This is an optimization exercise on Yosys and OpenROAD, whose aim is small area, not a production implementation.
Where RTL was checked, it was by simulation tests only, not by an equivalence proof against the original.
Power figures rest on the tool's default switching activity, not on a simulated workload.

==> flow/design.v <==
module sevenSegmentDisplay(input [6:0] dataIn, output reg [6:0] dataOut1, output reg [6:0] dataOut2);
    function [6:0] seg(input [3:0] d);
        case (d)
            4'd0: seg = 7'b000_0001;
            4'd1: seg = 7'b100_1111;
            4'd2: seg = 7'b001_0010;
            4'd3: seg = 7'b000_0110;
            4'd4: seg = 7'b100_1100;
            4'd5: seg = 7'b010_0100;
            4'd6: seg = 7'b010_0000;
            4'd7: seg = 7'b000_1111;
            4'd8: seg = 7'b000_0000;
            4'd9: seg = 7'b000_0100;
            default: seg = 7'b111_1111;
        endcase
    endfunction
    always @(*) begin
        if (dataIn == 7'b1111111) begin
            dataOut1 = 7'b111_1111;
            dataOut2 = 7'b111_1111;
        end else begin
            dataOut1 = seg(dataIn % 10);
            dataOut2 = seg(dataIn / 10);
        end
    end
endmodule
module main(
    input clk,
    input reset,
    input buttonChangeMode,
    input buttonConfig,
    input buttonChangeLight,
    input buttonIncreaseTime,
    input buttonDecreaseTime,
    input buttonConfirm,
    output [6:0] led7_1,
    output [6:0] led7_2,
    output [6:0] led7_3,
    output [6:0] led7_4,
    output reg [2:0] led1,
    output reg [2:0] led2
);
    localparam M_AUTO = 2'd0, M_CONF = 2'd1, M_MAN = 2'd2;
    reg [1:0] mode;
    wire inAuto = (mode == M_AUTO);
    wire inConf = (mode == M_CONF);
    wire inMan  = (mode == M_MAN);
    wire leave  = inConf & buttonConfig;     
    always @(posedge clk) begin
        if (reset) mode <= M_AUTO;
        else case (mode)
            M_AUTO: if (buttonChangeMode) mode <= M_MAN;
                    else if (buttonConfig) mode <= M_CONF;
            M_MAN:  if (buttonChangeMode) mode <= M_AUTO;
            default: if (buttonConfig) mode <= M_AUTO;
        endcase
    end
    reg [3:0] cnt;
    wire tick = cnt[3] & cnt[0];     
    always @(posedge clk) begin
        if (reset | tick) cnt <= 4'd0;
        else cnt <= cnt + 4'd1;
    end
    reg L;       
    reg X;       
    reg P;       
    wire useBank = inConf & L & ~X;
    always @(posedge clk) begin
        if (reset) L <= 1'b0;
        else if (tick) L <= inConf;
    end
    always @(posedge clk) begin      
        if (tick) X <= leave;
        else if (leave) X <= 1'b1;
    end
    reg [6:0] mg, my;                
    wire [6:0] mr = mg + my;
    reg [1:0] aPh;
    reg [6:0] a1, a2;
    wire aZero = ((aPh[1] ? a2 : a1) == 7'd0);
    wire aRel = ~inAuto;
    reg [6:0] s1, s2;
    always @(*) begin
        s1 = a1; s2 = a2;
        if (aRel) begin
            s1 = mg; s2 = mr;
        end else if (aZero) begin
            case (aPh)
                2'd0: s1 = my;
                2'd1: begin s1 = mr; s2 = mg; end
                2'd2: s2 = my;
                default: begin s1 = mg; s2 = mr; end
            endcase
        end
    end
    wire dn1 = ~aRel & ~(aZero & (aPh == 2'd2));
    wire dn2 = ~aRel & ~(aZero & (aPh == 2'd0));
    always @(posedge clk) begin
        if (reset) begin
            aPh <= 2'd0; a1 <= 7'd5; a2 <= 7'd9;
        end else if (tick & ~(aRel & useBank)) begin
            a1 <= s1 - {6'd0, dn1};
            a2 <= s2 - {6'd0, dn2};
            if (aRel) aPh <= 2'd0;
            else if (aZero) aPh <= aPh + 2'd1;
        end
    end
    reg [1:0] nPh;
    reg [6:0] nY;
    always @(posedge clk) begin
        if (reset) begin
            nPh <= 2'd0; nY <= 7'd4;
        end else if (tick) begin
            if (!inMan) begin
                if (!useBank) begin
                    nPh <= 2'd0; nY <= my;
                end
            end else if (!nPh[0]) begin
                if (buttonChangeLight) nPh <= nPh + 2'd1;
            end else if (nY == 7'd1) begin
                nY <= my; nPh <= nPh + 2'd1;
            end else nY <= nY - 7'd1;
        end
    end
    reg [1:0] cPh;
    reg [6:0] tg, ty, tr;
    reg [6:0] cD;
    wire [6:0] cur = cPh[1] ? ty : cPh[0] ? tg : tr;
    wire incB = buttonIncreaseTime, decB = buttonDecreaseTime;
    wire edit = incB ^ decB;
    wire [6:0] run = incB ? cur : ~cur;
    wire [6:0] tgl = {&run[5:0], &run[4:0], &run[3:0], &run[2:0], &run[1:0], run[0], 1'b1};
    wire wrap = incB ? (cur == 7'd99) : (cur == 7'd1);
    wire [6:0] curN = ~edit ? cur : wrap ? (incB ? 7'd1 : 7'd99) : (cur ^ tgl);
    wire selR = (cPh == 2'd0), selG = (cPh == 2'd1), selY = cPh[1];
    wire [6:0] trN = selR ? curN : tr;
    wire [6:0] tgN = selG ? curN : tg;
    wire [6:0] tyN = selY ? curN : ty;
    wire ok = buttonConfirm & ({1'b0, trN} == {1'b0, tgN} + {1'b0, tyN});
    wire [6:0] eg = P ? tg : mg;
    wire [6:0] ey = P ? ty : my;
    wire [6:0] er = P ? tr : mr;
    wire [6:0] nextMod = cPh[1] ? er : cPh[0] ? ey : eg;
    wire cTick = tick & inConf;
    wire takeNew = cTick & ok & ~buttonConfig;
    wire loadM = takeNew | (P & inConf & (tick | buttonConfig));
    wire [6:0] z = takeNew ? curN : cur;
    always @(posedge clk) begin
        if (reset) begin
            mg <= 7'd5; my <= 7'd4;
        end else if (loadM) begin
            mg <= selG ? z : tg;
            my <= selY ? z : ty;
        end
    end
    wire cRel = ~inConf & (tick | ~L);
    always @(posedge clk) begin
        if (cRel) begin
            cPh <= 2'd0;
            tr <= mr; tg <= mg; ty <= my;
            cD <= mr;
        end else if (cTick) begin
            if (buttonChangeLight) cPh <= cPh[1] ? 2'd0 : cPh + 2'd1;
            if (incB | decB) cD <= curN;
            else if (buttonChangeLight) cD <= nextMod;
            tr <= trN; tg <= tgN; ty <= tyN;
        end
    end
    always @(posedge clk) begin
        if (tick) P <= cTick & buttonConfig & ok;
        else if (leave) P <= 1'b0;
    end
    wire [6:0] lane1 = inAuto ? a1 : inConf ? cD : 7'h7f;
    wire [6:0] lane2 = inAuto ? a2 : inConf ? cD : 7'h7f;
    sevenSegmentDisplay d1(lane1, led7_1, led7_2);
    sevenSegmentDisplay d2(lane2, led7_3, led7_4);
    always @(*) begin
        if (inConf) begin
            led1 = cPh[1] ? 3'b010 : cPh[0] ? 3'b100 : 3'b001;
            led2 = led1;
        end else begin : lights
            reg [1:0] ph;
            ph = inAuto ? aPh : nPh;
            case (ph)
                2'd0: begin led1 = 3'b100; led2 = 3'b001; end
                2'd1: begin led1 = 3'b010; led2 = 3'b001; end
                2'd2: begin led1 = 3'b001; led2 = 3'b100; end
                default: begin led1 = 3'b001; led2 = 3'b010; end
            endcase
        end
    end
endmodule
export LEC_CHECK = 0
export CAP_MARGIN = 20
export CORE_MARGIN = 2
export CORE_UTILIZATION = 40
export SLEW_MARGIN = 20
create_clock -name core_clock -period 10.0 [get_ports {clk}]
standard.sh (not shown) runs the stock make flow with config.mk's settings and CLKGATE_MAP_FILE= SYNTH_SCRIPT=/design/flow/synth_recipe.tcl, a recipe that flattens the netlist after the stock synthesis.
==> flow/flow/run.sh <==
#!/bin/bash
# Own layout flow: the standard ORFS flow (standard.sh) with
#  - an area-oriented synthesis mapping (see synth.tcl),
#  - the smallest buffer for the port buffers,
#  - clock tree built from small clock buffers, without dummy loads.
# Each tool's output goes to its own log under orfs/logs/; make's output to flow_make.log.
set -euo pipefail
HERE=$(pwd)
bash standard.sh \
  SYNTH_SCRIPT="$HERE/flow/synth.tcl" \
  ADDER_MAP_FILE= \
  BUFFER_PORTS_ARGS="-buffer_cell sky130_fd_sc_hd__buf_1" \
  CTS_ARGS="-sink_clustering_enable -repair_clock_nets -dont_use_dummy_load -buf_list {sky130_fd_sc_hd__clkbuf_8}" \
  finish > "$HERE/flow_make.log" 2>&1
==> flow/flow/abc.script <==
strash
dc2
balance -l
resub -K 6 -l
rewrite -l
resub -K 6 -N 2 -l
refactor -l
resub -K 8 -l
balance -l
resub -K 8 -N 2 -l
rewrite -l
resub -K 10 -l
rewrite -z -l
resub -K 10 -N 2 -l
balance -l
resub -K 12 -l
refactor -z -l
resub -K 12 -N 2 -l
rewrite -z -l
balance -l
balance -l
resub -K 6 -l
rewrite -l
resub -K 6 -N 2 -l
refactor -l
resub -K 8 -l
balance -l
resub -K 8 -N 2 -l
rewrite -l
resub -K 10 -l
rewrite -z -l
resub -K 10 -N 2 -l
balance -l
resub -K 12 -l
refactor -z -l
resub -K 12 -N 2 -l
rewrite -z -l
balance -l
dc2
dch -f
amap
==> flow/flow/synth.tcl <==
set ::my_abc_script [file join [file dirname [file normalize [info script]]] abc.script]
proc synth {args} { yosys synth -nofsm -noshare {*}$args }
proc abc {args} {
  foreach opt {-script -D -constr} {
    set i [lsearch -exact $args $opt]
    if {$i >= 0} { set args [lreplace $args $i [expr {$i + 1}]] }
  }
  yosys abc -script $::my_abc_script {*}$args
}
source $::env(SCRIPTS_DIR)/synth.tcl
# left out here: clear keep_hierarchy, flatten, clean up, hide names made inside functions, write 1_2_yosys.v
==> next run, changes <==
--- a/flow/design.v
+++ b/flow/design.v
@@ -77,29 +77,19 @@
     wire [6:0] mr = mg + my;
     reg [1:0] aPh;
-    reg [6:0] a1, a2;
-    wire aZero = ((aPh[1] ? a2 : a1) == 7'd0);
+    reg [6:0] act, oth;
+    wire [6:0] a1 = aPh[1] ? oth : act;
+    wire [6:0] a2 = aPh[1] ? act : oth;
+    wire aZero = (act == 7'd0);
     wire aRel = ~inAuto;
-    reg [6:0] s1, s2;
-    always @(*) begin
-        s1 = a1; s2 = a2;
-        if (aRel) begin
-            s1 = mg; s2 = mr;
-        end else if (aZero) begin
-            case (aPh)
-                2'd0: s1 = my;
-                2'd1: begin s1 = mr; s2 = mg; end
-                2'd2: s2 = my;
-                default: begin s1 = mg; s2 = mr; end
-            endcase
-        end
-    end
-    wire dn1 = ~aRel & ~(aZero & (aPh == 2'd2));
-    wire dn2 = ~aRel & ~(aZero & (aPh == 2'd0));
+    wire [6:0] sA = aRel ? mg : aZero ? (aPh[0] ? mg : my) : act;
+    wire [6:0] sO = (aRel | (aZero & aPh[0])) ? mr : oth;
+    wire dnA = ~aRel;
+    wire dnO = ~aRel & ~(aZero & ~aPh[0]);
     always @(posedge clk) begin
         if (reset) begin
-            aPh <= 2'd0; a1 <= 7'd5; a2 <= 7'd9;
+            aPh <= 2'd0; act <= 7'd5; oth <= 7'd9;
         end else if (tick & ~(aRel & useBank)) begin
-            a1 <= s1 - {6'd0, dn1};
-            a2 <= s2 - {6'd0, dn2};
+            act <= sA - {6'd0, dnA};
+            oth <= sO - {6'd0, dnO};
             if (aRel) aPh <= 2'd0;
             else if (aZero) aPh <= aPh + 2'd1;
@@ -143,13 +133,11 @@
     wire [6:0] nextMod = cPh[1] ? er : cPh[0] ? ey : eg;
     wire cTick = tick & inConf;
-    wire takeNew = cTick & ok & ~buttonConfig;
-    wire loadM = takeNew | (P & inConf & (tick | buttonConfig));
-    wire [6:0] z = takeNew ? curN : cur;
+    wire loadM = P & inConf & (tick | buttonConfig);
     always @(posedge clk) begin
         if (reset) begin
             mg <= 7'd5; my <= 7'd4;
         end else if (loadM) begin
-            mg <= selG ? z : tg;
-            my <= selY ? z : ty;
+            mg <= tg;
+            my <= ty;
         end
     end
@@ -168,5 +156,5 @@
     end
     always @(posedge clk) begin
-        if (tick) P <= cTick & buttonConfig & ok;
+        if (tick) P <= cTick & ok;
         else if (leave) P <= 1'b0;
     end
- The new run finished clean
- die area decreases by 5.5%
- fmax fell by 2.8%
- count of clock-buffer cells in the layout is unchanged
- total power fell by 9.2%
- final cell count came out lower by 6.5%
- routed wire length went down by 7.1%
- via count went down by 6.5%
- register-to-register slack is better by 600 ps
- worst setup slack loses 250 ps
- worst hold slack got worse by 8.4 ps
Function not checked in the first run of this note: the RTL went through the layout flow alone.

* * *

Setup of before:
main, a different RTL version from the one above (not shown whole).
For scale: about 42 I/O pins, ~5200 um^2 of cells after synthesis.
==> module main, before the edit <==
module main(
    input clk,
    input reset,
    input buttonChangeMode,
    input buttonConfig,
    input buttonChangeLight,
    input buttonIncreaseTime,
    input buttonDecreaseTime,
    input buttonConfirm,
    output [6:0] led7_1,
    output [6:0] led7_2,
    output [6:0] led7_3,
    output [6:0] led7_4,
    output reg [2:0] led1,
    output reg [2:0] led2
);
    localparam M_AUTO = 2'd0, M_CONF = 2'd1, M_MAN = 2'd2;
    reg [1:0] mode;
    wire inAuto = (mode == M_AUTO);
    wire inConf = (mode == M_CONF);
    wire inMan  = (mode == M_MAN);
    wire leave  = inConf & buttonConfig;     
    always @(posedge clk) begin
        if (reset) mode <= M_AUTO;
        else case (mode)
            M_AUTO: if (buttonChangeMode) mode <= M_MAN;
                    else if (buttonConfig) mode <= M_CONF;
            M_MAN:  if (buttonChangeMode) mode <= M_AUTO;
            default: if (buttonConfig) mode <= M_AUTO;
        endcase
    end
    reg [3:0] cnt;
    wire tick = cnt[3] & cnt[0];     
    always @(posedge clk) begin
        if (reset | tick) cnt <= 4'd0;
        else cnt <= cnt + 4'd1;
    end
    reg L;       
    reg X;       
    reg P;       
    wire useBank = inConf & L & ~X;
    always @(posedge clk) begin
        if (reset) L <= 1'b0;
        else if (tick) L <= inConf;
    end
    always @(posedge clk) begin      
        if (tick) X <= leave;
        else if (leave) X <= 1'b1;
    end
    reg [6:0] mg, my;                
    wire [6:0] mr = mg + my;
    reg [1:0] aPh;
    reg [6:0] act, oth;
    wire [6:0] a1 = aPh[1] ? oth : act;
    wire [6:0] a2 = aPh[1] ? act : oth;
    wire aZero = (act == 7'd0);
    wire aRel = ~inAuto;
    wire [6:0] sA = aRel ? mg : aZero ? (aPh[0] ? mg : my) : act;
    wire [6:0] sO = (aRel | (aZero & aPh[0])) ? mr : oth;
    wire dnA = ~aRel;
    wire dnO = ~aRel & ~(aZero & ~aPh[0]);
    always @(posedge clk) begin
        if (reset) begin
            aPh <= 2'd0; act <= 7'd5; oth <= 7'd9;
        end else if (tick & ~(aRel & useBank)) begin
            act <= sA - {6'd0, dnA};
            oth <= sO - {6'd0, dnO};
            if (aRel) aPh <= 2'd0;
            else if (aZero) aPh <= aPh + 2'd1;
        end
    end
    reg [1:0] nPh;
    reg [6:0] nY;
    always @(posedge clk) begin
        if (reset) begin
            nPh <= 2'd0; nY <= 7'd4;
        end else if (tick) begin
            if (!inMan) begin
                if (!useBank) begin
                    nPh <= 2'd0; nY <= my;
                end
            end else if (!nPh[0]) begin
                if (buttonChangeLight) nPh <= nPh + 2'd1;
            end else if (nY == 7'd1) begin
                nY <= my; nPh <= nPh + 2'd1;
            end else nY <= nY - 7'd1;
        end
    end
    reg [1:0] cPh;
    reg [6:0] tg, ty, tr;
    reg [6:0] cD;
    wire incB = buttonIncreaseTime, decB = buttonDecreaseTime;
    wire [1:0] cIdx = (incB | decB) ? cPh : (cPh[1] ? 2'd0 : cPh + 2'd1);
    wire [6:0] cur = cIdx[1] ? ty : cIdx[0] ? tg : tr;
    wire edit = incB ^ decB;
    wire [6:0] run = incB ? cur : ~cur;
    wire [6:0] tgl = {&run[5:0], &run[4:0], &run[3:0], &run[2:0], &run[1:0], run[0], 1'b1};
    wire wrap = incB ? (cur == 7'd99) : (cur == 7'd1);
    wire [6:0] curN = ~edit ? cur : wrap ? (incB ? 7'd1 : 7'd99) : (cur ^ tgl);
    wire selR = (cPh == 2'd0), selG = (cPh == 2'd1), selY = cPh[1];
    wire [6:0] trN = (selR & edit) ? curN : tr;
    wire [6:0] tgN = (selG & edit) ? curN : tg;
    wire [6:0] tyN = (selY & edit) ? curN : ty;
    wire ok = buttonConfirm & ({1'b0, trN} == {1'b0, tgN} + {1'b0, tyN});
    wire [6:0] nextMod = P ? cur : cPh[1] ? mr : cPh[0] ? my : mg;
    wire cTick = tick & inConf;
    wire loadM = P & inConf & (tick | buttonConfig);
    always @(posedge clk) begin
        if (reset) begin
            mg <= 7'd5; my <= 7'd4;
        end else if (loadM) begin
            mg <= tg;
            my <= ty;
        end
    end
    wire cRel = ~inConf & (tick | ~L);
    always @(posedge clk) begin
        if (cRel) begin
            cPh <= 2'd0;
            tr <= mr; tg <= mg; ty <= my;
            cD <= mr;
        end else if (cTick) begin
            if (buttonChangeLight) cPh <= cPh[1] ? 2'd0 : cPh + 2'd1;
            if (incB | decB) cD <= curN;
            else if (buttonChangeLight) cD <= nextMod;
            tr <= trN; tg <= tgN; ty <= tyN;
        end
    end
    always @(posedge clk) begin
        if (tick) P <= cTick & ok;
        else if (leave) P <= 1'b0;
    end
    wire [6:0] lane1 = inAuto ? a1 : inConf ? cD : 7'h7f;
    wire [6:0] lane2 = inAuto ? a2 : inConf ? cD : 7'h7f;
    sevenSegmentDisplay d1(lane1, led7_1, led7_2);
    sevenSegmentDisplay d2(lane2, led7_3, led7_4);
    always @(*) begin
        if (inConf) begin
            led1 = cPh[1] ? 3'b010 : cPh[0] ? 3'b100 : 3'b001;
            led2 = led1;
        end else begin : lights
            reg [1:0] ph;
            ph = inAuto ? aPh : nPh;
            case (ph)
                2'd0: begin led1 = 3'b100; led2 = 3'b001; end
                2'd1: begin led1 = 3'b010; led2 = 3'b001; end
                2'd2: begin led1 = 3'b001; led2 = 3'b100; end
                default: begin led1 = 3'b001; led2 = 3'b010; end
            endcase
        end
    end
endmodule
export LEC_CHECK = 0
export CAP_MARGIN = 20
export CORE_MARGIN = 2
export CORE_UTILIZATION = 40
export SLEW_MARGIN = 20
create_clock -name core_clock -period 10.0 [get_ports {clk}]
==> flow/flow/abc.script <==
strash
dc2
balance -l
resub -K 6 -l
rewrite -l
resub -K 6 -N 2 -l
refactor -l
resub -K 8 -l
balance -l
resub -K 8 -N 2 -l
rewrite -l
resub -K 10 -l
rewrite -z -l
resub -K 10 -N 2 -l
balance -l
resub -K 12 -l
refactor -z -l
resub -K 12 -N 2 -l
rewrite -z -l
balance -l
balance -l
resub -K 6 -l
rewrite -l
resub -K 6 -N 2 -l
refactor -l
resub -K 8 -l
balance -l
resub -K 8 -N 2 -l
rewrite -l
resub -K 10 -l
rewrite -z -l
resub -K 10 -N 2 -l
balance -l
resub -K 12 -l
refactor -z -l
resub -K 12 -N 2 -l
rewrite -z -l
balance -l
dch -f
amap -F 8 -A 16 -C 1000
Scripts as last shown in full above: flow/flow/run.sh, flow/flow/synth.tcl
Inputs modified between before and after:
--- a/flow/design.v
+++ b/flow/design.v
@@ -78,6 +78,4 @@
     reg [1:0] aPh;
     reg [6:0] act, oth;
-    wire [6:0] a1 = aPh[1] ? oth : act;
-    wire [6:0] a2 = aPh[1] ? act : oth;
     wire aZero = (act == 7'd0);
     wire aRel = ~inAuto;
@@ -157,6 +155,7 @@
         else if (leave) P <= 1'b0;
     end
-    wire [6:0] lane1 = inAuto ? a1 : inConf ? cD : 7'h7f;
-    wire [6:0] lane2 = inAuto ? a2 : inConf ? cD : 7'h7f;
+    wire [6:0] laneC = inAuto ? act : inConf ? cD : 7'h7f;
+    wire [6:0] lane1 = (inAuto & aPh[1]) ? oth : laneC;
+    wire [6:0] lane2 = (inAuto & ~aPh[1]) ? oth : laneC;
     sevenSegmentDisplay d1(lane1, led7_1, led7_2);
     sevenSegmentDisplay d2(lane2, led7_3, led7_4);
Results
Power was lower in the run labelled before. Re utilization: before was higher than after. In after, synthesized netlist cell count is lower than in before. Compared with before, after degrades static leakage. before and after all finish clean. after against before: final non-filler cell area -0.91%, global router's overall resource usage higher.

[separate check: timing with driven ports]
The flow's constraints put no driver on any port. The routed layouts listed below were extracted and timed again, unchanged, in two steps.
Step 1 (the two cells are an assumption about what drives the block):
set clk [get_ports {clk}]
set_driving_cell -lib_cell sky130_fd_sc_hd__clkbuf_16 $clk
set_driving_cell -lib_cell sky130_fd_sc_hd__buf_2 [delete_from_list [all_inputs] $clk]
Step 2, shift: input delay + t, output delay - t, t = (earliest + latest rising clock arrival at the registers) / 2. This alone moves slack from input paths to output paths.
a / b / c = ideal ports / drivers / drivers and shift; a / b = the first two.
run	shift t [ns]	setup WS [ns]	clock arrival spread, ns
the first run of note 1	0.395	1.191 / 1.158 / 1.553	0.024 / 0.024
the second run of note 1	0.400	0.939 / 0.904 / 1.304	0.021 / 0.022
before	0.392	1.073 / 1.037 / 1.429	0.018 / 0.017
after	0.399	1.095 / 1.062 / 1.346	0.022 / 0.022
After both steps every run listed still meets setup and hold.
